This design comes from an exercise in tuning for small area, a short achievable clock period and few clock cycles on the open sky130 flow, not from production work.
At most, simulation tests tie the RTL to the original design; equivalence was not proved.
For runs 1 and 4 to 6, only the layout was checked, not whether the RTL still works.

==> design.v <==
`default_nettype none                
`timescale 1ns/1ps                   
/*verilator lint_off UNUSED*/
typedef enum logic [3:0] {
    NOP     = 4'b0000,       
    LDA     = 4'b0001,       
    ADD     = 4'b0010,       
    SUB     = 4'b0011,       
    STA     = 4'b0100,       
    LDI     = 4'b0101,       
    JMP     = 4'b0110,       
    JC      = 4'b0111,       
    JZ      = 4'b1000,       
    NOP_9   = 4'b1001,       
    NOP_A   = 4'b1010,       
    NOP_B   = 4'b1011,       
    NOP_C   = 4'b1100,       
    NOP_D   = 4'b1101,       
    OUT     = 4'b1110,       
    HLT     = 4'b1111        
} op_t;
typedef logic [3:0] addr_t;
typedef logic [7:0] byte_t;
/*verilator lint_on UNUSED*/
`default_nettype none
`timescale 1ns/1ps
module cpu_core (
    output      logic   hlt_o,           
    output      logic   mem_write_o,     
    output      addr_t  mem_waddr_o,     
    output      byte_t  mem_wdata_o,     
    input  wire logic   wr_en_i,         
    input  wire addr_t  wr_addr_i,       
    input  wire byte_t  wr_data_i,       
    output      addr_t  mem_addr0_o,     
    input  wire byte_t  mem_data0_i,
    output      addr_t  mem_addr1_o,     
    input  wire byte_t  mem_data1_i,
    output      addr_t  mem_eaddr_o,     
    input  wire byte_t  mem_edata_i,
    output      logic   out_strobe_o,    
    output      byte_t  out_value_o,     
    input  wire logic   reset_i,
    input  wire logic   clk_en_i,
    input  wire logic   clk
);
addr_t      q;                           
byte_t      ir0;                         
byte_t      ir1;                         
logic       ctl0;                        
byte_t      a;                           
logic       cf;                          
logic       o_rdy;                       
function automatic logic is_ctl(input logic [3:0] op);
    is_ctl = (op == NOP) || (op == JMP) || (op == JC) || (op == JZ) ||
           (op == NOP_9) || (op == NOP_A) || (op == NOP_B) || (op == NOP_C) || (op == NOP_D);
endfunction
function automatic logic is_nop(input logic [3:0] op);
    is_nop = (op == NOP) || (op == NOP_9) || (op == NOP_A) || (op == NOP_B) || (op == NOP_C) || (op == NOP_D);
endfunction
op_t        op0, op1, dop;
addr_t      arg0, arg1, darg;
logic       run;
logic       zf;
logic       tk0, tk1;
logic       fold1;
logic       dval;
logic       halt_e;
addr_t      nq, nq1;
logic       fwd0, fwd1;
byte_t      f0, f1;
logic       sub;
logic [8:0] alu;
always_comb op0     = op_t'(ir0[7:4]);
always_comb op1     = op_t'(ir1[7:4]);
always_comb arg0    = ir0[3:0];
always_comb arg1    = ir1[3:0];
always_comb run     = clk_en_i && !hlt_o;
always_comb zf      = (a == 8'h00);
always_comb dop     = ctl0 ? op1 : op0;
always_comb darg    = ctl0 ? arg1 : arg0;
always_comb tk0     = (op0 == JMP) || (op0 == JC && cf) || (op0 == JZ && zf);
always_comb tk1     = (op1 == JMP) || (op1 == JC && cf) ||
                      (op1 == JZ && ((op0 == LDI) ? (arg0 == 4'h0) : zf));
always_comb fold1   = (is_nop(op1) || op1 == JMP || op1 == HLT ||
                       (op1 == JC && op0 != ADD && op0 != SUB) ||
                       (op1 == JZ && (op0 == STA || op0 == OUT || op0 == LDI))) &&
                      !(op0 == STA && arg0 == q + 4'h1);
always_comb begin
    dval    = 1'b0;
    halt_e  = 1'b0;
    nq      = q + 4'h1;
    nq1     = q + 4'h2;
    if (ctl0) begin
        if (tk0) begin
            nq      = arg0;
            nq1     = arg0 + 4'h1;
        end else begin
            dval    = 1'b1;
            halt_e  = (op1 == HLT);
            if (is_ctl(op1) && tk1) begin
                nq      = arg1;
                nq1     = arg1 + 4'h1;
            end else begin
                nq      = q + 4'h2;
                nq1     = q + 4'h3;
            end
        end
    end else if (op0 == HLT) begin
        halt_e  = 1'b1;
    end else begin
        dval    = 1'b1;
        if (fold1) begin
            halt_e  = (op1 == HLT);
            if (tk1) begin
                nq      = arg1;
                nq1     = arg1 + 4'h1;
            end else begin
                nq      = q + 4'h2;
                nq1     = q + 4'h3;
            end
        end
    end
    if (reset_i) begin
        nq      = 4'h0;
        nq1     = 4'h1;
    end
end
always_comb fwd0    = wr_en_i && wr_addr_i == nq;
always_comb fwd1    = wr_en_i && wr_addr_i == nq1;
always_comb f0      = fwd0 ? wr_data_i : mem_data0_i;
always_comb f1      = fwd1 ? wr_data_i : mem_data1_i;
always_comb sub     = (dop == SUB);
always_comb alu     = {1'b0, a} + {1'b0, mem_edata_i ^ {8{sub}}} + {8'h00, sub};
always_comb mem_addr0_o  = nq;
always_comb mem_addr1_o  = nq1;
always_comb mem_eaddr_o  = darg;
always_comb mem_write_o  = run && dval && (dop == STA);
always_comb mem_waddr_o  = darg;
always_comb mem_wdata_o  = a;
always_comb out_strobe_o = o_rdy;
always_comb out_value_o  = a;            
always_ff @(posedge clk) begin
    if (reset_i) begin
        q       <= 4'h0;
        ir0     <= f0;
        ir1     <= f1;
        ctl0    <= is_ctl(f0[7:4]);
        a       <= '0;
        cf      <= 1'b0;
        o_rdy   <= 1'b0;
        hlt_o   <= 1'b0;
    end else begin
        o_rdy   <= 1'b0;
        if (run) begin
            q       <= nq;
            ir0     <= f0;
            ir1     <= f1;
            ctl0    <= is_ctl(f0[7:4]);
            if (dval) begin
                case (dop)
                    LDA:    a        <= mem_edata_i;
                    ADD, SUB: begin
                        a       <= alu[7:0];
                        cf      <= alu[8] ^ sub;
                    end
                    LDI:    a        <= {4'h0, darg};
                    OUT:    o_rdy    <= 1'b1;
                    default: ;
                endcase
            end
            if (halt_e || f0[7:4] == HLT || (is_nop(f0[7:4]) && f1[7:4] == HLT)) begin
                hlt_o   <= 1'b1;
            end
        end
    end
end
endmodule
`default_nettype wire
`default_nettype none
`timescale 1ns/1ps
module cpu_mem (
    input  wire logic   we_i,            
    input  wire addr_t  waddr_i,         
    input  wire byte_t  wdata_i,         
    input  wire addr_t  raddr_0_i,       
    output      byte_t  rdata_0_o,
    input  wire addr_t  raddr_1_i,       
    output      byte_t  rdata_1_o,
    input  wire addr_t  raddr_e_i,       
    output      byte_t  rdata_e_o,
    input  wire logic   clk
);
byte_t memory [0:15];
always_ff @(posedge clk) begin
    if (we_i) begin
        memory[waddr_i] <= wdata_i;
    end
end
always_comb rdata_0_o = memory[raddr_0_i];
always_comb rdata_1_o = memory[raddr_1_i];
always_comb rdata_e_o = memory[raddr_e_i];
endmodule
`default_nettype wire
`default_nettype none
`timescale 1ns/1ps
module cpu_main (
    input wire  logic       clk_en_i,
    input wire  logic       reset_i,
    output      logic       out_strobe_o,
    output      byte_t      out_value_o,
    output      logic       halt_o,
    input wire  logic       prog_we_i,           
    input wire  addr_t      prog_addr_i,         
    input wire  byte_t      prog_data_i,         
    input wire  logic       clk
);
logic       cpu_we;
addr_t      cpu_waddr;
byte_t      cpu_wdata;
logic       we;
addr_t      waddr;
byte_t      wdata;
addr_t      addr0, addr1, eaddr;
byte_t      data0, data1, edata;
always_comb we      = reset_i ? prog_we_i   : cpu_we;
always_comb waddr   = reset_i ? prog_addr_i : cpu_waddr;
always_comb wdata   = reset_i ? prog_data_i : cpu_wdata;
cpu_core core (
    .hlt_o(halt_o),
    .mem_write_o(cpu_we),
    .mem_waddr_o(cpu_waddr),
    .mem_wdata_o(cpu_wdata),
    .wr_en_i(we),
    .wr_addr_i(waddr),
    .wr_data_i(wdata),
    .mem_addr0_o(addr0),
    .mem_data0_i(data0),
    .mem_addr1_o(addr1),
    .mem_data1_i(data1),
    .mem_eaddr_o(eaddr),
    .mem_edata_i(edata),
    .out_strobe_o(out_strobe_o),
    .out_value_o(out_value_o),
    .reset_i(reset_i),
    .clk_en_i(clk_en_i),
    .clk(clk)
);
cpu_mem mem (
    .we_i(we),
    .waddr_i(waddr),
    .wdata_i(wdata),
    .raddr_0_i(addr0),
    .rdata_0_o(data0),
    .raddr_1_i(addr1),
    .rdata_1_o(data1),
    .raddr_e_i(eaddr),
    .rdata_e_o(edata),
    .clk(clk)
);
endmodule
`default_nettype wire
==> run.sh <==
#!/bin/bash
# synth_recipe.tcl (not shown) runs the flow's synth.tcl, then flattens the netlist and writes it again
# the make line also repeats each setting of config.mk as NAME=value (left out here)
make -C /OpenROAD-flow-scripts/flow DESIGN_CONFIG=/design/flow/config.mk WORK_HOME=/design/flow/orfs CLKGATE_MAP_FILE= SYNTH_SCRIPT=/design/flow/synth_recipe.tcl finish
==> config.mk <==
export PLATFORM = sky130hd
export DESIGN_NAME = cpu_main
export DESIGN_NICKNAME = cpu_main
export VERILOG_FILES = /design/flow/design.v
export SDC_FILE = /design/flow/constraint.sdc
export NUM_CORES = 4
export LEC_CHECK = 0
export CAP_MARGIN = 20
export CORE_MARGIN = 2
export CORE_UTILIZATION = 40
export SLEW_MARGIN = 20
==> constraint.sdc <==
create_clock -name core_clock -period 7.0 [get_ports {clk}]
set_input_delay 1.4000 -clock core_clock [delete_from_list [all_inputs] [get_ports {clk}]]
set_output_delay 1.4000 -clock core_clock [all_outputs]
set_load 0.01 [all_outputs]
==> flow_summary_export.csv, run 1 <==
group,metric,value,unit
logic_synthesis,synth_cells,962,
final_layout,nFillCells,2415,
logic_synthesis,ys_seq_area_share,42.8,%
sta,finalHoldViolCount,0,
final_layout,final_nets,1000,
drt,drt-initial-drc-count,1140,
logic_synthesis,synth_xor_area_share,2.87,%
critical_path,r2r_setup_slack,1960,ps
die,design.portCount,26,
sta,setup_viol,0,
placement,place_ws,1670,ps
drt,drc,0,
run_status,status,"finished clean",
final_layout,drive_gt1_share,17.0,%
die,fp-row-count,60,
logic_synthesis,synth_area,10900,um2
clocking,clock-sinks,160,
critical_path,cp.required,7190,ps
die,core-area,26800,um2
logic_synthesis,synth.mux.area_fraction,20.2,%
global_route,grt-ovfl-total,0,
global_route,grt_pass1_wl,51.6,mm
critical_path,crit_path_end_kind,"flop",
logic_synthesis,synthArstFlopShare,0,%
sta,worst_pin_slew,1060,ps
final_layout,antenna_cells,0,
die,start_util,40.6,%
clocking,root_buffer,"clkbuf_16",
critical_path,start_kind,"flop",
global_route,antenna_found_initial,0,
logic_synthesis,synth.avg_cell_area,11.3,um2
sta,fmax,198,MHz
placement,gp_congestion,0.981,
drt,via_count,8489,
logic_synthesis,synth_seq_cells,160,
critical_path,reg2regPathDepth,12,
critical_path,worstSetupPathType,"flop to flop",
clocking,clk-insertion-delay-late,440,ps
sta,fin_crit,5040,ps
clocking,htreeDepth,4,
final_layout,area_delta_synth_final,10.7,%
sta,slew_violations,0,
drt,avgRoutedWirePerCell,25.8,um
die,die_area,28500,um2
logic_synthesis,synth-main-ff-cell,"edfxtp_1",
sta,grt_setup_unrepaired,"false",
die,floorplan.die.height,169,um
global_route,grt_pass1_vias,8052,
global_route,grt_max_degree,51,
sta,setup_tns,0,ps
logic_synthesis,syn_nets,993,
final_layout,instances_no_fill,1323,
final_layout,final_area,12000,um2
logic_synthesis,synth_compound_area_share,14.9,%
sta,fin_ws,1960,ps
clocking,cts_tree,"done",
logic_synthesis,synth_top_family_by_area,"multiplexers",
placement,dpl.hpwl,23.7,mm
critical_path,worstReg2RegStart,"core.a[0]",
logic_synthesis,yosysWarnings,3,
placement,dp.cells,1291,
hold_path,min_from,"core.a[0]",
clocking,numCtsBuffers,17,
sta,slew_headroom,27.8,%
hold_path,hp-class,"flop to flop",
drt,antenna_left,0,
critical_path,crit_path_end,"core.ctl0",
critical_path,arrival,5240,ps
sta,fin_crit_sh,72.1,%
flow_run,max_cap_violations,0,
critical_path,critPathLaunch,"core.a[0]",
sta,fin_skew,9.48,ps
clocking,clk_pin_slew,70,ps
critical_path,cp_slowest_cell,"nor4_1",
die,die_w,169,um
placement,port_buffers,25,
logic_synthesis,synth_edf_count,145,
drt,wirelength,34.1,mm
critical_path,cp_cell_sequence,"nor4_1 > nand4_1 > and4_1 > nor4_1 > o311a_1 > buf_4 > xnor2_1 > nand4_1 > or2_1 > o21ai_1 > and2_1 > o22ai_2",
clocking,ctsHoldBuffers,0,
clocking,post-cts-setup-buffers,0,
logic_synthesis,synth_cell_types,94,
placement,dpl_cell_area,11500,um2
logic_synthesis,synth_simple_gate_area_share,13.3,%
critical_path,slowest_delay,780,ps
clocking,clockBufferDepth,2,
clocking,cts-resized-gates,0,
critical_path,path_max_fanout,19,
critical_path,r2r-end,"core.ctl0",
drt,via_per_inst,6.42,
logic_synthesis,yosys.area_share.adder,1.80,%
global_route,grt_use_total,24.4,%
drt,dr.pass1.iters,5,
[per-stage QoR]
| stage | hold WS, ps | util [%] |
|---|---|---|
| floorplan | 494 | - |
| global placement | 541 | 42.9 |
| detailed placement | 539 | 42.9 |
| CTS | 551 | 44.9 |
| global route | 607 | 44.9 |
| finish | 562 | 44.9 |
[registers in the layout, indices dropped and copies added (netlist names)]
name	cells
mem.memory	128
core.a	8
core.ir0	8
core.ir1	8
core.q	4
core.cf	1
core.ctl0	1
core.hlt_o	1
core.o_rdy	1
[cells in the mapped netlist, drive strengths merged (9+ instances only)]
master | number | area share, %
o21ai | 51 | 2.3
a21oi | 35 | 1.6
a31oi | 29 | 1.8
xor2 | 9 | 0.73
clkbuf | 28 | 0.97
mux2i | 70 | 6.5
nor3 | 11 | 0.51
inv | 27 | 0.93
mux4 | 58 | 12
nand3 | 49 | 2.3
dfxtp | 15 | 2.8
buf | 42 | 2.2
o211ai | 10 | 0.74
mux2 | 16 | 1.7
nand2 | 101 | 3.5
nand4 | 9 | 0.52
nor2 | 50 | 1.8
ha | 14 | 1.6
xnor2 | 23 | 1.9
a211oi | 15 | 1.0
edfxtp | 145 | 40
and2 | 16 | 0.92
[critical path: cells and delay by family (launching register included)]
family                 cells  cell delay (ps)
AND/OR/NAND/NOR            7             2780
XOR/XNOR                   1              150
AO/OA/AOI/OAI              3             1110
flip-flops                 1              370
buffers and inverters      1              370
[metal layers]
metal | routed length, um | vias up | global-route usage [%]
met5 | 0 | - | 0
met4 | 1360 | 0 | 10.2
li1 | - | 3787 | -
met1 | 14800 | 4183 | 34.0
met2 | 15300 | 425 | 37.8
met3 | 2700 | 94 | 4.28
[cells by family after synthesis]
family                   after synthesis
AO/OA/AOI/OAI                        224
XOR/XNOR                              33
adder cells (fa/ha/maj)               15
buffers and inverters                 98
flip-flops                           160
multiplexers                         144
AND/OR/NAND/NOR                      288
[how the worst min path moves through the flow]
stage | endpoint | slack [ps] | depth (start not counted)
after floorplan | core.q[1] | 490 | 2
after global placement | core.a[0] | 540 | 2
after detailed placement | core.a[0] | 540 | 2
after CTS | core.a[0] | 550 | 2
after global routing | core.a[0] | 610 | 2
final | core.a[0] | 560 | 2
[cells in the final DEF (no fill, tap or decap), types with 14 or more instances in the layout]
cell             instances
xnor2_1                 22
buf_4                   33
a21oi_1                 35
o21ai_0                 47
inv_1                   27
mux2_2                  15
nand2_1                100
nor2_1                  45
clkbuf_16               17
mux4_2                  57
clkdlybuf4s50_1         24
nand3_1                 49
mux2i_1                 67
edfxtp_1               145
dfxtp_1                 15
a211oi_1                15
ha_1                    14
and2_1                  15
a31oi_1                 28
[area by class of cell]
cell class / instances / area (um2) / area share, %
Tap cell: 341 / 427 / 3.55
Multi-Input combinational cell: 704 / 5810 / 48.3
Clock inverter: 15 / 109 / 0.905
Sequential cell: 160 / 4650 / 38.7
Timing Repair Buffer: 58 / 493 / 4.10
Clock buffer: 17 / 425 / 3.54
Inverter: 28 / 105 / 0.874
==> run 2, diff against run 1 <==
--- a/design.v
+++ b/design.v
@@ -34,6 +34,6 @@
     input  wire byte_t  wr_data_i,       
-    output      addr_t  mem_addr0_o,     
-    input  wire byte_t  mem_data0_i,
-    output      addr_t  mem_addr1_o,     
-    input  wire byte_t  mem_data1_i,
+    output      logic [2:0] mem_addr_ev_o,   
+    input  wire byte_t  mem_data_ev_i,
+    output      logic [2:0] mem_addr_od_o,   
+    input  wire byte_t  mem_data_od_i,
     output      addr_t  mem_eaddr_o,     
@@ -130,8 +130,8 @@
 always_comb fwd1    = wr_en_i && wr_addr_i == nq1;
-always_comb f0      = fwd0 ? wr_data_i : mem_data0_i;
-always_comb f1      = fwd1 ? wr_data_i : mem_data1_i;
+always_comb f0      = fwd0 ? wr_data_i : (nq[0] ? mem_data_od_i : mem_data_ev_i);
+always_comb f1      = fwd1 ? wr_data_i : (nq[0] ? mem_data_ev_i : mem_data_od_i);
 always_comb sub     = (dop == SUB);
 always_comb alu     = {1'b0, a} + {1'b0, mem_edata_i ^ {8{sub}}} + {8'h00, sub};
-always_comb mem_addr0_o  = nq;
-always_comb mem_addr1_o  = nq1;
+always_comb mem_addr_ev_o = nq1[3:1];
+always_comb mem_addr_od_o = nq[3:1];
 always_comb mem_eaddr_o  = darg;
@@ -182,12 +182,12 @@
 module cpu_mem (
-    input  wire logic   we_i,            
-    input  wire addr_t  waddr_i,         
-    input  wire byte_t  wdata_i,         
-    input  wire addr_t  raddr_0_i,       
-    output      byte_t  rdata_0_o,
-    input  wire addr_t  raddr_1_i,       
-    output      byte_t  rdata_1_o,
-    input  wire addr_t  raddr_e_i,       
-    output      byte_t  rdata_e_o,
-    input  wire logic   clk
+    input  wire logic       we_i,        
+    input  wire addr_t      waddr_i,     
+    input  wire byte_t      wdata_i,     
+    input  wire logic [2:0] raddr_ev_i,  
+    output      byte_t      rdata_ev_o,
+    input  wire logic [2:0] raddr_od_i,  
+    output      byte_t      rdata_od_o,
+    input  wire addr_t      raddr_e_i,   
+    output      byte_t      rdata_e_o,
+    input  wire logic       clk
 );
@@ -199,5 +199,16 @@
 end
-always_comb rdata_0_o = memory[raddr_0_i];
-always_comb rdata_1_o = memory[raddr_1_i];
-always_comb rdata_e_o = memory[raddr_e_i];
+always_comb begin
+    rdata_ev_o = '0;
+    rdata_od_o = '0;
+    for (int i = 0; i < 8; i++) begin
+        rdata_ev_o = rdata_ev_o | (memory[2*i]   & {8{raddr_ev_i == 3'(i)}});
+        rdata_od_o = rdata_od_o | (memory[2*i+1] & {8{raddr_od_i == 3'(i)}});
+    end
+end
+always_comb begin
+    rdata_e_o = '0;
+    for (int i = 0; i < 16; i++) begin
+        rdata_e_o = rdata_e_o | (memory[i] & {8{raddr_e_i == 4'(i)}});
+    end
+end
 endmodule
@@ -223,4 +234,5 @@
 byte_t      wdata;
-addr_t      addr0, addr1, eaddr;
-byte_t      data0, data1, edata;
+logic [2:0] addr_ev, addr_od;
+addr_t      eaddr;
+byte_t      data_ev, data_od, edata;
 always_comb we      = reset_i ? prog_we_i   : cpu_we;
@@ -236,6 +248,6 @@
     .wr_data_i(wdata),
-    .mem_addr0_o(addr0),
-    .mem_data0_i(data0),
-    .mem_addr1_o(addr1),
-    .mem_data1_i(data1),
+    .mem_addr_ev_o(addr_ev),
+    .mem_data_ev_i(data_ev),
+    .mem_addr_od_o(addr_od),
+    .mem_data_od_i(data_od),
     .mem_eaddr_o(eaddr),
@@ -252,6 +264,6 @@
     .wdata_i(wdata),
-    .raddr_0_i(addr0),
-    .rdata_0_o(data0),
-    .raddr_1_i(addr1),
-    .rdata_1_o(data1),
+    .raddr_ev_i(addr_ev),
+    .rdata_ev_o(data_ev),
+    .raddr_od_i(addr_od),
+    .rdata_od_o(data_od),
     .raddr_e_i(eaddr),
--- a/config.mk
+++ b/config.mk
@@ -7,2 +7,3 @@
 export LEC_CHECK = 0
+export ABC_AREA = 1
 export CAP_MARGIN = 20
@@ -10,2 +11,3 @@
 export CORE_UTILIZATION = 40
+export SETUP_SLACK_MARGIN = 3.5
 export SLEW_MARGIN = 20
==> flow_summary_export.csv, run 2 <==
group,metric,value,unit
sta,fin_crit,4050,ps
logic_synthesis,synthTopCellsByArea,"edfxtp_1 46%, nand2_1 9.8%, nand3_1 5.7%, inv_1 5.2%, nor2_1 3.8%",
global_route,antenna_found_initial,0,
final_layout,fin_util,52.3,%
global_route,grt_use_total,28.7,%
placement,dpl.hpwl,25.4,mm
logic_synthesis,yosys.area_share.adder,2.04,%
die,design.portCount,26,
final_layout,instances_no_fill,1556,
logic_synthesis,synth-main-ff-cell,"edfxtp_1",
global_route,grt_max_degree,26,
sta,fin_crit_sh,57.9,%
sta,worst_pin_slew,989,ps
final_layout,area_delta_synth_final,28.5,%
clocking,clk_pin_slew,70,ps
logic_synthesis,yosys.area.top_type,"edfxtp_1",
critical_path,crit_path_end_kind,"flop",
logic_synthesis,synth.avg_cell_area,8.56,um2
critical_path,critPathLaunch,"core.ctl0",
final_layout,final_cell_mix,"226 x nand2_1, 145 x edfxtp_1, 112 x inv_1, 96 x nand3_1, 70 x buf_4",
logic_synthesis,synth_compound_area_share,13.1,%
final_layout,drive_gt1_share,27.5,%
clocking,htreeDepth,4,
sta,slew_headroom,34.0,%
final_layout,regArea,4660,um2
clocking,clk-insertion-delay-late,440,ps
hold_path,hold_depth,2,
logic_synthesis,synth_top_family_by_area,"simple AND/OR/NAND/NOR gates",
global_route,grt_pass1_vias,8470,
logic_synthesis,synth_simple_gate_area_share,26.7,%
sta,fin_skew,10.4,ps
drt,via_per_inst,5.89,
logic_synthesis,synth_seq_cells,160,
die,floorplan.die.height,159,um
critical_path,start_kind,"flop",
sta,grt_setup_unrepaired,"true",
die,fp-row-count,56,
final_layout,largest_register_ffs,128,
final_layout,final_nets,1255,
sta,slew_violations,0,
logic_synthesis,ys_seq_area_share,48.7,%
global_route,grt-ovfl-total,0,
critical_path,crit_path_end,"core.cf",
clocking,cts_tree,"done",
die,start_util,40.7,%
critical_path,cp.required,7320,ps
logic_synthesis,syn_nets,1146,
critical_path,r2r_setup_slack,2950,ps
logic_synthesis,yosysMostFrequentCell,"nand2_1",
drt,wirelength,36.1,mm
logic_synthesis,synth.mux.area_fraction,0,%
flow_run,max_cap_violations,0,
hold_path,hp-class,"flop to flop",
sta,hold-worst-slack,502,ps
drt,avgRoutedWirePerCell,23.2,um
clocking,clockBufferDepth,2,
placement,dp.cells,1440,
sta,finalHoldViolCount,0,
sta,setup_viol,0,
final_layout,multi_input_area,4950,um2
critical_path,path_max_fanout,6,
placement,gp_congestion,1.08,
logic_synthesis,synth_xor_area_share,1.47,%
placement,port_buffers,25,
critical_path,worstReg2RegStart,"core.ctl0",
final_layout,nFillCells,2145,
final_layout,antenna_cells,0,
die,die_area,25100,um2
logic_synthesis,synth_cells,1115,
logic_synthesis,synth_area,9550,um2
logic_synthesis,synth_edf_count,145,
final_layout,top_register,"mem.memory",
logic_synthesis,synthTopCellsByCount,"249 x nand2_1, 145 x edfxtp_1, 133 x inv_1, 108 x nand3_1, 97 x nor2_1",
drt,dr.pass1.iters,5,
sta,fmax,247,MHz
drt,antenna_left,0,
global_route,grt_pass1_wl,52.1,mm
critical_path,arrival,4370,ps
drt,via_count,9159,
logic_synthesis,yosysTopAreaCellShare,45.6,%
critical_path,reg2regPathDepth,23,
final_layout,final_common_cell,"nand2_1",
die,die_w,159,um
logic_synthesis,yosysWarnings,3,
hold_path,min_from,"core.hlt_o",
drt,drt-initial-drc-count,1327,
sta,setup_tns,0,ps
clocking,root_buffer,"clkbuf_16",
drt,drc,0,
critical_path,worstSetupPathType,"flop to flop",
die,core-area,23500,um2
clocking,clock-sinks,160,
critical_path,r2r-end,"core.cf",
clocking,numCtsBuffers,17,
logic_synthesis,synth_cell_types,55,
clocking,ctsHoldBuffers,0,
run_status,status,"finished clean",
logic_synthesis,synthArstFlopShare,0,%
==> run 2: cell count changes in the layout (fill, tap and decap cells not counted), moves of 22 or more <==
| cell | previous run | this run |
|---|---|---|
| a31oi_1 | 28 | 2 |
| buf_4 | 33 | 70 |
| inv_1 | 27 | 112 |
| inv_2 | 0 | 30 |
| mux2i_1 | 67 | 0 |
| mux4_2 | 57 | 0 |
| nand2_1 | 100 | 226 |
| nand2_2 | 1 | 23 |
| nand3_1 | 49 | 96 |
| nand4_1 | 9 | 33 |
| nor2_4 | 1 | 26 |
| o22ai_1 | 4 | 29 |
==> run 2: per-stage QoR <==
step / setup WS (ps) / area (um2)
after floorplan: 3430 / 9580
after global placement: 2030 / 10100
after detailed placement: 1920 / 10100
after CTS: 2990 / 11600
after global routing: 2680 / 12300
final: 2950 / 12300
==> run 2: worst min-delay path by stage <==
stage,endpoint,slack (ps)
final,core.hlt_o,500
after global routing,core.hlt_o,530
after CTS,core.hlt_o,500
after detailed placement,core.hlt_o,490
after global placement,core.hlt_o,470
after floorplan,core.cf,460
==> run 2: routing by layer <==
metal  part of all wire [%]  up-vias  global-route usage, %  wire [um]
met5                      0        -                      0          0
met4                    4.8        0                   12.5       1750
met3                    8.1      133                   6.29       2940
met2                     47      569                   46.8      16800
met1                     40     4337                   36.9      14600
li1                       -     4120                      -          -
==> run 2: area by class of cell <==
class	instances	share of cell area, %
multi-input combinational	777	40.4
clock buffer	17	3.47
clock inverter	15	1.57
timing repair buffer	110	8.09
timing repair inverter	2	0.102
inverter	156	5.16
sequential	160	38.0
tap	319	3.25
==> run 2: worst max-delay path, cell delays in order, from the launching register on <==
cell and delay [ps]:
edfxtp_1 420, buf_6 150, buf_12 130, o21ai_4 330
nor2_4 110, nand2_1 160, inv_2 120, a2111oi_4 390
o2111a_2 340, xor2_1 160, ha_1 300, a21oi_2 220
o31ai_4 100, inv_1 70, nor2_2 40, nor2_1 80
inv_1 60, a21oi_2 160, nor2_2 50, o21ai_1 120
nand2_1 90, xor2_1 160, nor2_1 110, a211oi_2 40
==> run 2: logic make-up after synthesis <==
logic type / after synthesis
flip-flops: 160
adder cells (fa/ha/maj): 15
buffers and inverters: 181
AO/OA/AOI/OAI: 190
XOR/XNOR: 16
AND/OR/NAND/NOR: 553
==> run 2: what timing repair did <==
item                                    CTS  global route
cloned                                    5             1
endpoints found under the setup margin  139           102
pin swaps                                29            51
resized for setup                       126           100
buffers inserted                         43            35
Testbench counts of run 2, summed over its fixed seeds: cycles 12,008.
==> run 3, diff against run 2 <==
--- a/config.mk
+++ b/config.mk
@@ -11,3 +11,3 @@
 export CORE_UTILIZATION = 40
-export SETUP_SLACK_MARGIN = 3.5
+export SETUP_SLACK_MARGIN = 2.5
 export SLEW_MARGIN = 20
==> flow_summary_export.csv, run 3 <==
group,metric,value,unit
run_status,status,"finished clean",
sta,setup_viol,0,
critical_path,cp_slowest_cell,"clkdlybuf4s50_1",
placement,place_ws,1810,ps
flow_run,max_cap_violations,0,
final_layout,instances_no_fill,1484,
critical_path,arrival,4670,ps
critical_path,crit_path_end_kind,"flop",
critical_path,path_max_fanout,22,
sta,setup_tns,0,ps
final_layout,area_delta_synth_final,14.0,%
final_layout,final_cell_mix,"248 x nand2_1, 145 x edfxtp_1, 126 x inv_1, 107 x nand3_1, 92 x nor2_1",
sta,slew_headroom,31.0,%
global_route,grt_pass1_vias,8019,
critical_path,cp_cell_sequence,"clkdlybuf4s50_1 > clkinvlp_4 > o21ai_1 > inv_1 > nand2_1 > inv_2 > nand2_4 > inv_2 > nor2_2 > nand3_1 > nand2_1 > nor2_1 > nand3_1 > nand3_1 > nand2_2 > nand2_1 > nor3_1 > nor2_1 > nand2_1 > nand2_1 > a21oi_2",
logic_synthesis,synth_edf_count,145,
logic_synthesis,synth-main-ff-cell,"edfxtp_1",
die,die_area,25100,um2
clocking,clockBufferDepth,2,
global_route,antenna_found_initial,0,
critical_path,worstSetupPathType,"input pin to flop",
sta,fin_skew,17.8,ps
logic_synthesis,yosysWarnings,3,
sta,fin_crit_sh,61.2,%
die,fp-row-count,56,
logic_synthesis,yosys.area.top_type,"edfxtp_1",
global_route,grt_use_total,27.5,%
clocking,root_buffer,"clkbuf_16",
die,die_w,159,um
drt,antenna_left,0,
final_layout,nFillCells,2304,
placement,dpl_cell_area,10100,um2
sta,slew_violations,0,
final_layout,final_common_cell,"nand2_1",
final_layout,final_area,10900,um2
logic_synthesis,yosysMostFrequentCell,"nand2_1",
critical_path,crit_path_frequent_cell,"nand2_1",
hold_path,hp-class,"flop to flop",
global_route,grt_max_degree,26,
clocking,clk-insertion-delay-late,450,ps
global_route,grt_pass1_wl,49.7,mm
logic_synthesis,synthArstFlopShare,0,%
clocking,ctsHoldBuffers,0,
die,design.portCount,26,
clocking,clk_pin_slew,80,ps
logic_synthesis,synth.avg_cell_area,8.56,um2
critical_path,r2r_setup_slack,2760,ps
sta,fmax,233,MHz
logic_synthesis,synth_cells,1115,
drt,via_count,8711,
drt,avgRoutedWirePerCell,23.0,um
logic_synthesis,yosysTopAreaCellShare,45.6,%
critical_path,slowest_delay,540,ps
die,start_util,40.7,%
clocking,numCtsBuffers,17,
final_layout,largest_register_ffs,128,
final_layout,top_register,"mem.memory",
drt,dr.pass1.iters,6,
final_layout,regArea,4650,um2
placement,dp.cells,1441,
drt,via_per_inst,5.87,
drt,wirelength,34.2,mm
sta,finalHoldViolCount,0,
drt,drt-initial-drc-count,1148,
clocking,htreeDepth,4,
logic_synthesis,ys_seq_area_share,48.7,%
critical_path,cp.required,7390,ps
placement,dpl.hpwl,25.9,mm
logic_synthesis,synth_cell_types,55,
final_layout,drive_gt1_share,13.5,%
sta,fin_crit,4280,ps
logic_synthesis,synthTopCellsByArea,"edfxtp_1 46%, nand2_1 9.8%, nand3_1 5.7%, inv_1 5.2%, nor2_1 3.8%",
logic_synthesis,synth_seq_cells,160,
logic_synthesis,synth_area,9550,um2
drt,drc,0,
clocking,clock-sinks,160,
sta,grt_setup_unrepaired,"true",
final_layout,multi_input_area,4260,um2
final_layout,final_nets,1182,
die,core-area,23500,um2
critical_path,start_kind,"input pin",
clocking,cts_tree,"done",
final_layout,fin_util,46.4,%
logic_synthesis,synthTopCellsByCount,"249 x nand2_1, 145 x edfxtp_1, 133 x inv_1, 108 x nand3_1, 97 x nor2_1",
logic_synthesis,syn_nets,1146,
placement,port_buffers,25,
placement,gp_congestion,1.09,
sta,worst_pin_slew,1030,ps
die,floorplan.die.height,159,um
sta,fin_ws,2720,ps
global_route,grt-ovfl-total,0,
-- run 3: logic make-up (layout without fill, tap and decap cells) --
family	after synthesis	in the layout	synth area share (%)
AOI/OAI and AO/OA	190	190	13.1
xor gates and xnor gates	16	16	1.47
adders and majority gates	15	15	2.04
buffers and inverters	181	230	8.02
DFF	160	160	48.7
other	0	1	0
and+or+nand+nor	553	553	26.7
-- run 3: worst max-delay path: cells and delay by family --
family / cells / cell delay [ps]
AOI/OAI and AO/OA: 2 / 300
buffers and inverters: 5 / 1070
and+or+nand+nor: 14 / 1870
-- run 3: metrics by stage --
step / hold WS [ps]
after floorplan: 464
after global placement: 476
after detailed placement: 480
after CTS: 498
after global routing: 513
final: 496
-- run 3: layout make-up --
cell class,instances,area share (%)
sequential,160,42.8
multi-input combinational,774,39.1
inverter,156,5.53
clock buffer,17,3.91
tap,319,3.67
timing repair buffer,42,3.43
clock inverter,15,1.53
antenna,1,0.0230
-- run 3: final timing paths --
check	start	end	cells after the start
max	reset_i	core.hlt_o	21
min	core.hlt_o	core.hlt_o	2
max reg2reg	core.ir0[2]	core.cf	25
min reg2reg	core.hlt_o	core.hlt_o	2
-- run 3: metal layers --
| metal | vias to the layer above | part of all wire [%] | GRT usage [%] |
|---|---|---|---|
| li1 | 3964 | - | - |
| met1 | 4139 | 42 | 37.4 |
| met2 | 493 | 45 | 43.5 |
| met3 | 115 | 8.2 | 3.97 |
| met4 | 0 | 5.3 | 13.0 |
| met5 | - | 0 | 0 |
-- run 3: what timing repair did --
action,in CTS,in global routing
pin swaps,0,3
setup endpoints to repair,6,7
resized for setup,7,30
setup buffers,5,5
==> run 4, diff against run 3 <==
--- a/design.v
+++ b/design.v
@@ -29,5 +29,6 @@
     output      logic   mem_write_o,     
+    output      logic   mem_store_o,     
     output      addr_t  mem_waddr_o,     
     output      byte_t  mem_wdata_o,     
-    input  wire logic   wr_en_i,         
+    input  wire logic   wr_fwd_i,        
     input  wire addr_t  wr_addr_i,       
@@ -50,2 +51,3 @@
 logic       ctl0;                        
+addr_t      darg;                        
 byte_t      a;                           
@@ -61,3 +63,3 @@
 op_t        op0, op1, dop;
-addr_t      arg0, arg1, darg;
+addr_t      arg0, arg1;
 logic       run;
@@ -80,3 +82,2 @@
 always_comb dop     = ctl0 ? op1 : op0;
-always_comb darg    = ctl0 ? arg1 : arg0;
 always_comb tk0     = (op0 == JMP) || (op0 == JC && cf) || (op0 == JZ && zf);
@@ -128,4 +129,4 @@
 end
-always_comb fwd0    = wr_en_i && wr_addr_i == nq;
-always_comb fwd1    = wr_en_i && wr_addr_i == nq1;
+always_comb fwd0    = wr_fwd_i && wr_addr_i == nq;
+always_comb fwd1    = wr_fwd_i && wr_addr_i == nq1;
 always_comb f0      = fwd0 ? wr_data_i : (nq[0] ? mem_data_od_i : mem_data_ev_i);
@@ -137,3 +138,4 @@
 always_comb mem_eaddr_o  = darg;
-always_comb mem_write_o  = run && dval && (dop == STA);
+always_comb mem_store_o  = dval && (dop == STA);
+always_comb mem_write_o  = run && mem_store_o;
 always_comb mem_waddr_o  = darg;
@@ -148,2 +150,3 @@
         ctl0    <= is_ctl(f0[7:4]);
+        darg    <= is_ctl(f0[7:4]) ? f1[3:0] : f0[3:0];
         a       <= '0;
@@ -159,2 +162,3 @@
             ctl0    <= is_ctl(f0[7:4]);
+            darg    <= is_ctl(f0[7:4]) ? f1[3:0] : f0[3:0];
             if (dval) begin
@@ -229,2 +233,4 @@
 logic       cpu_we;
+logic       cpu_st;
+logic       wfwd;
 addr_t      cpu_waddr;
@@ -238,2 +244,3 @@
 always_comb we      = reset_i ? prog_we_i   : cpu_we;
+always_comb wfwd    = reset_i ? prog_we_i   : cpu_st;
 always_comb waddr   = reset_i ? prog_addr_i : cpu_waddr;
@@ -243,5 +250,6 @@
     .mem_write_o(cpu_we),
+    .mem_store_o(cpu_st),
     .mem_waddr_o(cpu_waddr),
     .mem_wdata_o(cpu_wdata),
-    .wr_en_i(we),
+    .wr_fwd_i(wfwd),
     .wr_addr_i(waddr),
==> flow_summary_export.csv, run 4 <==
group,metric,value,unit
critical_path,arrival,4530,ps
logic_synthesis,yosysTopAreaCellShare,45.8,%
global_route,antenna_found_initial,0,
clocking,clock-sinks,164,
logic_synthesis,yosys.area.top_type,"edfxtp_1",
drt,antenna_left,0,
logic_synthesis,synth_area,9760,um2
critical_path,path_max_fanout,24,
drt,dr.pass1.iters,6,
logic_synthesis,yosysWarnings,3,
critical_path,start_kind,"input pin",
clocking,cts_tree,"done",
logic_synthesis,synth_compound_area_share,11.6,%
drt,via_per_inst,5.77,
logic_synthesis,synth-main-ff-cell,"edfxtp_1",
drt,wirelength,32.9,mm
final_layout,largest_register_ffs,128,
drt,drt-initial-drc-count,1369,
final_layout,final_nets,1187,
global_route,grt-ovfl-total,0,
sta,setup_tns,0,ps
clocking,clockBufferDepth,2,
logic_synthesis,yosysMostFrequentCell,"nand2_1",
logic_synthesis,synth.avg_cell_area,8.68,um2
placement,dpl_cell_area,10300,um2
run_status,status,"finished clean",
global_route,grt_pass1_wl,49.5,mm
die,die_area,25700,um2
critical_path,r2r_setup_slack,2840,ps
clocking,clk_pin_slew,80,ps
drt,via_count,8608,
drt,avgRoutedWirePerCell,22.0,um
sta,fin_skew,25.7,ps
logic_synthesis,synth_cells,1124,
global_route,grt_pass1_vias,7921,
clocking,root_buffer,"clkbuf_16",
die,design.portCount,26,
sta,fin_crit,4330,ps
final_layout,area_delta_synth_final,13.1,%
logic_synthesis,syn_nets,1155,
clocking,htreeDepth,4,
die,start_util,40.5,%
sta,fin_crit_sh,61.9,%
logic_synthesis,synthTopCellsByCount,"265 x nand2_1, 149 x edfxtp_1, 132 x inv_1, 108 x nand3_1, 101 x nor2_1",
die,fp-row-count,57,
clocking,clk-insertion-delay-late,450,ps
clocking,numCtsBuffers,17,
logic_synthesis,synth_edf_count,149,
sta,worst_pin_slew,1130,ps
final_layout,antenna_cells,0,
sta,setup_viol,0,
sta,slew_violations,0,
final_layout,final_common_cell,"nand2_1",
logic_synthesis,synth_xor_area_share,1.71,%
die,core-area,24100,um2
logic_synthesis,synth.mux.area_fraction,0,%
logic_synthesis,synth_simple_gate_area_share,28.1,%
placement,dpl.hpwl,24.6,mm
final_layout,drive_gt1_share,12.1,%
sta,fin_ws,2670,ps
drt,drc,0,
logic_synthesis,synth_seq_cells,164,
final_layout,final_cell_mix,"265 x nand2_1, 149 x edfxtp_1, 131 x inv_1, 108 x nand3_1, 97 x nor2_1",
sta,hold-worst-slack,483,ps
sta,fmax,231,MHz
sta,finalHoldViolCount,0,
sta,slew_headroom,24.1,%
final_layout,final_area,11000,um2
die,floorplan.die.height,160,um
final_layout,top_register,"mem.memory",
logic_synthesis,synth_top_family_by_area,"simple AND/OR/NAND/NOR gates",
hold_path,hp-class,"flop to flop",
logic_synthesis,ys_seq_area_share,48.9,%
logic_synthesis,yosys.area_share.adder,2.00,%
placement,place_ws,1910,ps
placement,port_buffers,25,
logic_synthesis,synth_cell_types,60,
die,die_w,160,um
critical_path,crit_path_end_kind,"flop",
global_route,grt_max_degree,25,
flow_run,max_cap_violations,0,
clocking,ctsHoldBuffers,0,
global_route,grt_use_total,25.7,%
placement,gp_congestion,0.999,
sta,grt_setup_unrepaired,"false",
logic_synthesis,synthTopCellsByArea,"edfxtp_1 46%, nand2_1 10%, nand3_1 5.5%, inv_1 5.1%, nor2_1 3.9%",
critical_path,cp.required,7200,ps
logic_synthesis,synthArstFlopShare,0,%
critical_path,worstSetupPathType,"input pin to flop",
final_layout,nFillCells,2357,
==> run 4: worst paths after layout <==
check,start,to,cells after the start
min,core.hlt_o,core.hlt_o,2
max reg2reg,core.darg[2],core.cf,23
max,reset_i,core.darg[2],22
min reg2reg,core.hlt_o,core.hlt_o,2
==> run 4: cell type report <==
class	instances	area, um2	share of cell area, %
clock buffer	17	425	3.85
timing repair buffer	34	318	2.88
timing repair inverter	2	12.5	0.113
sequential	164	4770	43.2
clock inverter	15	203	1.84
tap	324	405	3.67
multi-input combinational	783	4310	39.0
inverter	154	594	5.38
==> run 4: worst max-delay path, cell delays in order <==
cell and delay [ps]:
clkdlybuf4s50_1 450, buf_4 280, clkinvlp_4 230, buf_4 180
o21ai_0 60, inv_1 60, nand2_1 60, inv_1 60
nand2_4 240, inv_2 120, nor2_1 180, nor2_4 70
nand3_4 200, clkinv_4 130, nand2_1 90, nand2_2 130
nor2_2 140, a22oi_2 70, nand2_2 140, nand2_4 90
nand2_1 70, nand2_1 40
==> run 4: layer usage <==
metal | GRT usage (%) | share of wire (%) | up-vias
li1 | - | - | 3963
met1 | 37.4 | 44 | 4080
met2 | 38.5 | 44 | 500
met3 | 4.47 | 9.5 | 65
met4 | 9.38 | 3.4 | 0
met5 | 0 | 0 | -
==> run 4: timing repair <==
| action | 4_1_cts | 5_1_grt |
|---|---|---|
| resized for setup | 5 | 13 |
| cloned | 0 | 2 |
| setup buffers | 0 | 2 |
| pin swaps | 0 | 1 |
| hold endpoints to repair | 0 | 0 |
| endpoints found under the setup margin | 6 | 15 |
==> run 4: cells by family after synthesis <==
group,count (synthesis)
AOI/OAI and AO/OA,171
xor gates and xnor gates,19
adders and majority gates,15
buffers and inverters,177
DFF,164
and+or+nand+nor,578
==> run 4: through the flow <==
step / util (%) / cells
after floorplan: - / 1124
after global placement: 42.8 / 1457
after detailed placement: 42.8 / 1457
after CTS: 45.5 / 1489
after global routing: 45.8 / 1493
final: 45.8 / 1493
==> run 5, diff against run 4 <==
--- a/design.v
+++ b/design.v
@@ -54,2 +54,3 @@
 logic       cf;                          
+logic       zf;                          
 logic       o_rdy;                       
@@ -62,2 +63,20 @@
 endfunction
+function automatic logic [8:0] add8(input logic [7:0] x, input logic [7:0] y, input logic ci);
+    logic [8:0] g, p, gn, pn;
+    logic [8:0] c;
+    g = {x & y, ci};
+    p = {x ^ y, 1'b0};
+    for (int d = 1; d < 9; d = d * 2) begin
+        gn = g;
+        pn = p;
+        for (int i = d; i < 9; i++) begin
+            gn[i] = g[i] | (p[i] & g[i-d]);
+            pn[i] = p[i] & p[i-d];
+        end
+        g = gn;
+        p = pn;
+    end
+    c = g;
+    add8 = {c[8], (x ^ y) ^ c[7:0]};
+endfunction
 op_t        op0, op1, dop;
@@ -65,4 +84,5 @@
 logic       run;
-logic       zf;
 logic       tk0, tk1;
+byte_t      opnd;
+logic       sum_zero;
 logic       fold1;
@@ -80,3 +100,2 @@
 always_comb run     = clk_en_i && !hlt_o;
-always_comb zf      = (a == 8'h00);
 always_comb dop     = ctl0 ? op1 : op0;
@@ -85,3 +104,3 @@
                       (op1 == JZ && ((op0 == LDI) ? (arg0 == 4'h0) : zf));
-always_comb fold1   = (is_nop(op1) || op1 == JMP || op1 == HLT ||
+always_comb fold1   = (is_nop(op1) || op1 == JMP || op1 == HLT || (op1 == OUT && op0 != OUT) ||
                        (op1 == JC && op0 != ADD && op0 != SUB) ||
@@ -134,3 +153,5 @@
 always_comb sub     = (dop == SUB);
-always_comb alu     = {1'b0, a} + {1'b0, mem_edata_i ^ {8{sub}}} + {8'h00, sub};
+always_comb opnd    = mem_edata_i ^ {8{sub}};
+always_comb alu     = add8(a, opnd, sub);
+always_comb sum_zero = ((a ^ opnd) == {a[6:0] | opnd[6:0], sub});
 always_comb mem_addr_ev_o = nq1[3:1];
@@ -153,2 +174,3 @@
         cf      <= 1'b0;
+        zf      <= 1'b1;
         o_rdy   <= 1'b0;
@@ -165,3 +187,6 @@
                 case (dop)
-                    LDA:    a        <= mem_edata_i;
+                    LDA: begin
+                        a       <= mem_edata_i;
+                        zf      <= (mem_edata_i == 8'h00);
+                    end
                     ADD, SUB: begin
@@ -169,4 +194,8 @@
                         cf      <= alu[8] ^ sub;
+                        zf      <= sum_zero;
                     end
-                    LDI:    a        <= {4'h0, darg};
+                    LDI: begin
+                        a       <= {4'h0, darg};
+                        zf      <= (darg == 4'h0);
+                    end
                     OUT:    o_rdy    <= 1'b1;
@@ -174,2 +203,5 @@
                 endcase
+            end
+            if (!ctl0 && fold1 && op1 == OUT) begin
+                o_rdy   <= 1'b1;
             end
==> flow_summary_export.csv, run 5 <==
group,metric,value,unit
run_status,status,"finished clean",
global_route,grt_pass1_vias,8300,
logic_synthesis,synthTopCellsByArea,"edfxtp_1 44%, nand2_1 9.1%, inv_1 6.0%, nand3_1 5.5%, nor2_1 3.9%",
critical_path,arrival,4620,ps
die,design.portCount,26,
final_layout,final_cell_mix,"247 x nand2_1, 162 x inv_1, 149 x edfxtp_1, 111 x nand3_1, 101 x nor2_1",
global_route,grt-ovfl-total,0,
drt,avgRoutedWirePerCell,21.3,um
critical_path,path_max_fanout,6,
sta,worst_pin_slew,981,ps
die,floorplan.die.height,163,um
drt,wirelength,33.2,mm
die,start_util,40.5,%
final_layout,area_delta_synth_final,12.0,%
logic_synthesis,synth_area,10100,um2
critical_path,cp.required,7340,ps
logic_synthesis,ys_seq_area_share,47.3,%
drt,via_count,8929,
placement,dp.cells,1518,
global_route,grt_use_total,25.2,%
final_layout,antenna_cells,0,
clocking,root_buffer,"clkbuf_16",
final_layout,final_nets,1251,
logic_synthesis,synth_seq_cells,165,
global_route,antenna_found_initial,0,
logic_synthesis,yosysWarnings,3,
sta,slew_headroom,34.4,%
die,core-area,25000,um2
clocking,clk-insertion-delay-late,440,ps
critical_path,crit_path_frequent_cell,"nand2_1",
logic_synthesis,synth_cells,1185,
logic_synthesis,syn_nets,1223,
critical_path,slowest_delay,580,ps
global_route,grt_max_degree,33,
clocking,clock-sinks,165,
logic_synthesis,synthTopCellsByCount,"247 x nand2_1, 163 x inv_1, 149 x edfxtp_1, 111 x nand3_1, 105 x nor2_1",
drt,dr.pass1.iters,6,
drt,drt-initial-drc-count,941,
clocking,cts_tree,"done",
logic_synthesis,synth_edf_count,149,
sta,slew_violations,0,
clocking,htreeDepth,4,
critical_path,cp_cell_sequence,"inv_1 > nor2_1 > nand2_1 > inv_1 > nand2_1 > o21ai_0 > a21oi_1 > nand4_1 > xor2_1 > ha_1 > nand3_1 > nand2_1 > a21oi_1 > o21bai_1 > nand2_1 > o21ai_0 > nand2_1 > nand2_1 > a21oi_1 > nor2_1 > nor2_1 > a221oi_1",
die,die_area,26700,um2
clocking,clockBufferDepth,2,
sta,fmax,234,MHz
critical_path,cp_slowest_cell,"edfxtp_1",
final_layout,largest_register_ffs,128,
drt,drc,0,
die,fp-row-count,58,
sta,setup_viol,0,
critical_path,start_kind,"flop",
placement,port_buffers,25,
placement,gp_congestion,1.01,
sta,fin_crit_sh,61.1,%
final_layout,instances_no_fill,1556,
clocking,clk_pin_slew,70,ps
sta,fin_crit,4280,ps
final_layout,top_register,"mem.memory",
sta,setup_tns,0,ps
final_layout,drive_gt1_share,10.8,%
critical_path,crit_path_end_kind,"flop",
logic_synthesis,synthArstFlopShare,0,%
final_layout,fin_util,45.4,%
critical_path,worstSetupPathType,"flop to flop",
logic_synthesis,synth-main-ff-cell,"edfxtp_1",
logic_synthesis,synth_cell_types,51,
die,die_w,163,um
clocking,numCtsBuffers,17,
logic_synthesis,yosysTopAreaCellShare,44.1,%
sta,finalHoldViolCount,0,
sta,grt_setup_unrepaired,"true",
final_layout,final_common_cell,"nand2_1",
placement,dpl.hpwl,25.5,mm
logic_synthesis,yosysMostFrequentCell,"nand2_1",
hold_path,hp-class,"flop to flop",
clocking,ctsHoldBuffers,0,
logic_synthesis,synth.avg_cell_area,8.56,um2
flow_run,max_cap_violations,0,
drt,antenna_left,0,
logic_synthesis,yosys.area.top_type,"edfxtp_1",
global_route,grt_pass1_wl,49.7,mm
critical_path,r2r_setup_slack,2720,ps
sta,fin_skew,13.4,ps
drt,via_per_inst,5.74,
run 5: changes by cell type in the layout (fill, tap and decap cells not counted), moves of 6 or more:
| cell | delta |
|---|---|
| inv_1 | +31 |
| nand2_1 | -18 |
| o22ai_1 | +10 |
| a21oi_1 | +9 |
| ha_1 | +8 |
| nand2_2 | +8 |
| nor3_1 | +8 |
| inv_2 | -6 |
| nand2_4 | -6 |
run 5: area by class of cell:
class	instances	area, um2
clock buffer	18	429
clock inverter	14	169
fill	2462	13700
inverter	176	664
multi-input combinational	816	4540
sequential	165	4790
tap	330	413
timing repair buffer	37	353
run 5: worst paths after layout:
| kind | from | to | cells after the start |
|---|---|---|---|
| max | core.darg[0] | core.cf | 22 |
| min | core.hlt_o | core.hlt_o | 2 |
| max reg2reg | core.darg[0] | core.cf | 22 |
| min reg2reg | core.hlt_o | core.hlt_o | 2 |
run 5: logic make-up after synthesis:
| family | Yosys count | synth area share [%] |
|---|---|---|
| DFF | 165 | 47.3 |
| AOI/OAI and AO/OA | 202 | 13.4 |
| xor gates and xnor gates | 23 | 1.99 |
| and+or+nand+nor | 569 | 26.4 |
| adders and majority gates | 22 | 2.71 |
| buffers and inverters | 204 | 8.31 |
run 5: worst max-delay path, delay by kind of cell, from the launching register on:
family,cells,cell delay [ps]
buffers and inverters,2,360
adder cells (fa/ha/maj),1,400
flip-flops,1,580
AND/OR/NAND/NOR,11,1720
AO/OA/AOI/OAI,7,970
XOR/XNOR,1,160
run 5: per-layer routing:
layer	track usage [%]	vias to the layer above	share of wire [%]
met2	40.7	452	46
li1	-	4165	-
met4	8.25	0	2.8
met1	33.8	4254	42
met5	0	-	0
met3	5.54	58	8.6
run 5: per-stage QoR:
stage | hold WS [ps] | cell area, um2 | setup WS, ps
2_1_floorplan | 482 | 10100 | 3610
3_3_place_gp | 469 | 10700 | 2390
3_5_place_dp | 481 | 10700 | 2320
4_1_cts | 491 | 11300 | 2540
5_1_grt | 516 | 11400 | 2490
6_report | 488 | 11400 | 2720
run 5: what timing repair did:
action | 4_1_cts | 5_1_grt
gates resized for setup | 0 | 9
buffers inserted | 0 | 6
endpoints found under the setup margin | 0 | 10
==> run 6, diff against run 5 <==
--- a/design.v
+++ b/design.v
@@ -54,3 +54,2 @@
 logic       cf;                          
-logic       zf;                          
 logic       o_rdy;                       
@@ -84,5 +83,4 @@
 logic       run;
+logic       zf;
 logic       tk0, tk1;
-byte_t      opnd;
-logic       sum_zero;
 logic       fold1;
@@ -100,2 +98,3 @@
 always_comb run     = clk_en_i && !hlt_o;
+always_comb zf      = (a == 8'h00);
 always_comb dop     = ctl0 ? op1 : op0;
@@ -146,6 +145,9 @@
         nq1     = 4'h1;
+    end else if (!run) begin
+        nq      = q;
+        nq1     = q + 4'h1;
     end
 end
-always_comb fwd0    = wr_fwd_i && wr_addr_i == nq;
-always_comb fwd1    = wr_fwd_i && wr_addr_i == nq1;
+always_comb fwd0    = wr_fwd_i && (run || reset_i) && wr_addr_i == nq;
+always_comb fwd1    = wr_fwd_i && (run || reset_i) && wr_addr_i == nq1;
 always_comb f0      = fwd0 ? wr_data_i : (nq[0] ? mem_data_od_i : mem_data_ev_i);
@@ -153,5 +155,3 @@
 always_comb sub     = (dop == SUB);
-always_comb opnd    = mem_edata_i ^ {8{sub}};
-always_comb alu     = add8(a, opnd, sub);
-always_comb sum_zero = ((a ^ opnd) == {a[6:0] | opnd[6:0], sub});
+always_comb alu     = add8(a, mem_edata_i ^ {8{sub}}, sub);
 always_comb mem_addr_ev_o = nq1[3:1];
@@ -166,11 +166,12 @@
 always_ff @(posedge clk) begin
+    q       <= nq;
+    ir0     <= f0;
+    ir1     <= f1;
+    ctl0    <= is_ctl(f0[7:4]);
+    darg    <= is_ctl(f0[7:4]) ? f1[3:0] : f0[3:0];
+end
+always_ff @(posedge clk) begin
     if (reset_i) begin
-        q       <= 4'h0;
-        ir0     <= f0;
-        ir1     <= f1;
-        ctl0    <= is_ctl(f0[7:4]);
-        darg    <= is_ctl(f0[7:4]) ? f1[3:0] : f0[3:0];
         a       <= '0;
         cf      <= 1'b0;
-        zf      <= 1'b1;
         o_rdy   <= 1'b0;
@@ -180,13 +181,5 @@
         if (run) begin
-            q       <= nq;
-            ir0     <= f0;
-            ir1     <= f1;
-            ctl0    <= is_ctl(f0[7:4]);
-            darg    <= is_ctl(f0[7:4]) ? f1[3:0] : f0[3:0];
             if (dval) begin
                 case (dop)
-                    LDA: begin
-                        a       <= mem_edata_i;
-                        zf      <= (mem_edata_i == 8'h00);
-                    end
+                    LDA:    a        <= mem_edata_i;
                     ADD, SUB: begin
@@ -194,8 +187,4 @@
                         cf      <= alu[8] ^ sub;
-                        zf      <= sum_zero;
-                    end
-                    LDI: begin
-                        a       <= {4'h0, darg};
-                        zf      <= (darg == 4'h0);
                     end
+                    LDI:    a        <= {4'h0, darg};
                     OUT:    o_rdy    <= 1'b1;
--- a/config.mk
+++ b/config.mk
@@ -11,3 +11,4 @@
 export CORE_UTILIZATION = 40
-export SETUP_SLACK_MARGIN = 2.5
+export CTS_BUF_LIST = sky130_fd_sc_hd__clkbuf_4 sky130_fd_sc_hd__clkbuf_8
+export SETUP_SLACK_MARGIN = 3.0
 export SLEW_MARGIN = 20
==> flow_summary_export.csv, run 6 <==
group,metric,value,unit
critical_path,arrival,4310,ps
global_route,grt_pass1_wl,49.8,mm
clocking,clk_pin_slew,100,ps
logic_synthesis,synth-main-ff-cell,"edfxtp_1",
logic_synthesis,yosysWarnings,3,
final_layout,final_common_cell,"nand2_1",
sta,grt_setup_unrepaired,"true",
sta,setup_tns,0,ps
logic_synthesis,synth.avg_cell_area,8.16,um2
final_layout,top_register,"mem.memory",
critical_path,worstSetupPathType,"flop to flop",
clocking,root_buffer,"clkbuf_8",
placement,port_buffers,25,
placement,gp_congestion,1.06,
run_status,status,"finished clean",
logic_synthesis,synthTopCellsByCount,"304 x nand2_1, 130 x inv_1, 128 x edfxtp_1, 123 x nor2_1, 111 x nand3_1",
final_layout,area_delta_synth_final,20.4,%
final_layout,drive_gt1_share,20.6,%
logic_synthesis,ys_seq_area_share,47.9,%
clocking,clk-insertion-delay-late,470,ps
drt,dr.pass1.iters,6,
placement,place_ws,1800,ps
sta,setup_viol,0,
global_route,grt_use_total,27.2,%
clocking,clockBufferDepth,2,
logic_synthesis,synth_xor_area_share,1.93,%
critical_path,crit_path_end_kind,"flop",
logic_synthesis,synthTopCellsByArea,"edfxtp_1 40%, nand2_1 12%, dfxtp_1 7.6%, nand3_1 5.8%, inv_1 5.1%",
final_layout,largest_register_ffs,128,
sta,fin_crit_sh,56.0,%
sta,fin_crit,3920,ps
global_route,grt_pass1_vias,8120,
drt,via_count,9200,
die,die_area,25000,um2
logic_synthesis,yosys.area.top_type,"edfxtp_1",
drt,avgRoutedWirePerCell,22.1,um
global_route,grt_max_degree,27,
logic_synthesis,yosysTopAreaCellShare,40.4,%
die,fp-row-count,56,
sta,fin_ws,3080,ps
critical_path,cp.required,7390,ps
flow_run,max_cap_violations,0,
clocking,cts_tree,"done",
die,design.portCount,26,
final_layout,final_cell_mix,"289 x nand2_1, 128 x edfxtp_1, 116 x inv_1, 105 x nand3_1, 93 x nor2_1",
clocking,numCtsBuffers,17,
logic_synthesis,synth_seq_cells,164,
logic_synthesis,synth_simple_gate_area_share,29.6,%
logic_synthesis,synthArstFlopShare,0,%
drt,via_per_inst,5.82,
sta,worst_pin_slew,1020,ps
logic_synthesis,yosysMostFrequentCell,"nand2_1",
global_route,antenna_found_initial,0,
drt,wirelength,35.0,mm
sta,finalHoldViolCount,0,
logic_synthesis,syn_nets,1198,
drt,antenna_left,0,
sta,fmax,255,MHz
hold_path,hp-class,"flop to flop",
drt,drt-initial-drc-count,1431,
die,start_util,40.7,%
logic_synthesis,synth_cells,1167,
clocking,clock-sinks,164,
clocking,htreeDepth,4,
logic_synthesis,synth_cell_types,47,
logic_synthesis,yosys.area_share.adder,1.97,%
final_layout,antenna_cells,0,
final_layout,final_nets,1281,
logic_synthesis,synth.mux.area_fraction,0,%
logic_synthesis,synth_top_family_by_area,"simple AND/OR/NAND/NOR gates",
logic_synthesis,synth_area,9520,um2
drt,drc,0,
sta,slew_violations,0,
sta,fin_skew,19.2,ps
logic_synthesis,synth_compound_area_share,11.3,%
logic_synthesis,synth_edf_count,128,
critical_path,path_max_fanout,5,
die,core-area,23400,um2
global_route,grt-ovfl-total,0,
critical_path,start_kind,"flop",
die,floorplan.die.height,158,um
sta,slew_headroom,31.6,%
die,die_w,158,um
placement,dpl.hpwl,25.0,mm
==> run 6: changes by cell type in the layout (fill, tap and decap cells not counted), sizes merged, moves of 8 or more <==
cell / delta
a21oi: +14
a22o: -10
buf: +43
dfxtp: +20
edfxtp: -21
inv: -30
nand2: +55
nor2: +16
o22ai: -25
xnor2: -8
==> run 6: timing repair <==
action / 4_1_cts / 5_1_grt
gates cloned: 0 / 6
gates resized for setup: 34 / 130
endpoints found under the setup margin: 77 / 85
hold buffers: 0 / 0
pin swaps: 0 / 45
setup buffers: 3 / 46
==> run 6: cell type report <==
class | instances | area, um2
sequential | 164 | 4590
tap | 319 | 399
inverter | 145 | 577
timing repair buffer | 81 | 728
multi-input combinational | 841 | 4790
clock inverter | 14 | 140
fill | 2301 | 11900
clock buffer | 18 | 241
==> run 6: critical path, stage by stage, from the launching register on <==
cell	delay [ps]
dfxtp_4	450
nor2_2	70
inv_2	130
nor2_4	90
inv_2	70
buf_4	110
o22ai_1	70
a211oi_2	330
nand4_1	210
a2111oi_4	290
buf_4	200
xor2_1	80
ha_1	360
nand3_2	90
nand2_2	100
a21oi_2	60
o21bai_1	200
nand2_1	130
o21ai_2	200
nand2_1	90
nand2_2	80
a21oi_2	60
xor2_1	140
a311oi_1	240
==> run 6: worst paths after layout <==
path	startpoint	slack [ps]	end	cells past startpoint
setup / recovery	core.darg[1]	3080	core.cf	23
hold / removal	core.hlt_o	510	core.hlt_o	2
setup reg to reg	core.darg[1]	3080	core.cf	23
hold reg to reg	core.hlt_o	510	core.hlt_o	2
==> run 6: routing by layer <==
| layer | routed length (um) | vias up | share of wire [%] | global-route usage [%] |
|---|---|---|---|---|
| li1 | - | 4165 | - | - |
| met1 | 14800 | 4358 | 42 | 38.2 |
| met2 | 15200 | 557 | 43 | 41.3 |
| met3 | 3150 | 120 | 9.0 | 4.30 |
| met4 | 1860 | 0 | 5.3 | 12.5 |
| met5 | 0 | - | 0 | 0 |
==> run 6: logic make-up (layout without fill, tap and decap cells) <==
family,after synthesis,in the layout
buf+inv,167,258
flops,164,164
xor+xnor,21,21
simple gates,627,632
compound gates,173,173
fa+ha+maj,15,15
==> run 6: metrics by stage <==
step           utilization (%)  instances  hold WS, ps  instance area [um2]
2_1_floorplan                -       1167          494                 9520
3_3_place_gp              43.0       1495          477                10100
3_5_place_dp              43.1       1495          480                10100
4_1_cts                   45.4       1530          495                10600
5_1_grt                   49.0       1582          549                11500
6_report                  49.0       1582          515                11500

-- port drivers added, routing unchanged --
The flow's constraints put no driver on any port. The routed layouts listed below were extracted and timed again, unchanged, in two steps. Step 1 sets driving cells, clkbuf_16 on the clock port and buf_2 on the other inputs (assumed; they add their load-dependent delay and slew). Step 2 times the ports against the registers' clock, not the clock port: input delays grow and output delays shrink by t, the midpoint of the rising clock arrivals with the driver on. Three values: ideal, step 1, step 2; two values: the first two.
| run | shift t [ns] | setup WS [ns] | worst setup path at the end | latest minus earliest clock arrival (ns) |
|---|---|---|---|---|
| run 1 | 0.485 | 1.955 / 1.955 / 1.588 | input to register | 0.009 / 0.010 |
| run 2 | 0.482 | 2.947 / 2.947 / 2.824 | input to register | 0.010 / 0.010 |
| run 3 | 0.484 | 2.716 / 2.732 / 2.248 | input to register | 0.018 / 0.018 |
| run 4 | 0.489 | 2.666 / 2.689 / 2.200 | input to register | 0.028 / 0.028 |
| run 5 | 0.477 | 2.720 / 2.720 / 2.419 | input to register | 0.014 / 0.014 |
| run 6 | 0.508 | 3.079 / 3.079 / 2.624 | input to register | 0.019 / 0.019 |
After both steps setup and hold are still met in every run listed. The setup slack of run 3, which loses most, moves by +0.016 ns with the drivers and by -0.468 ns with both steps.
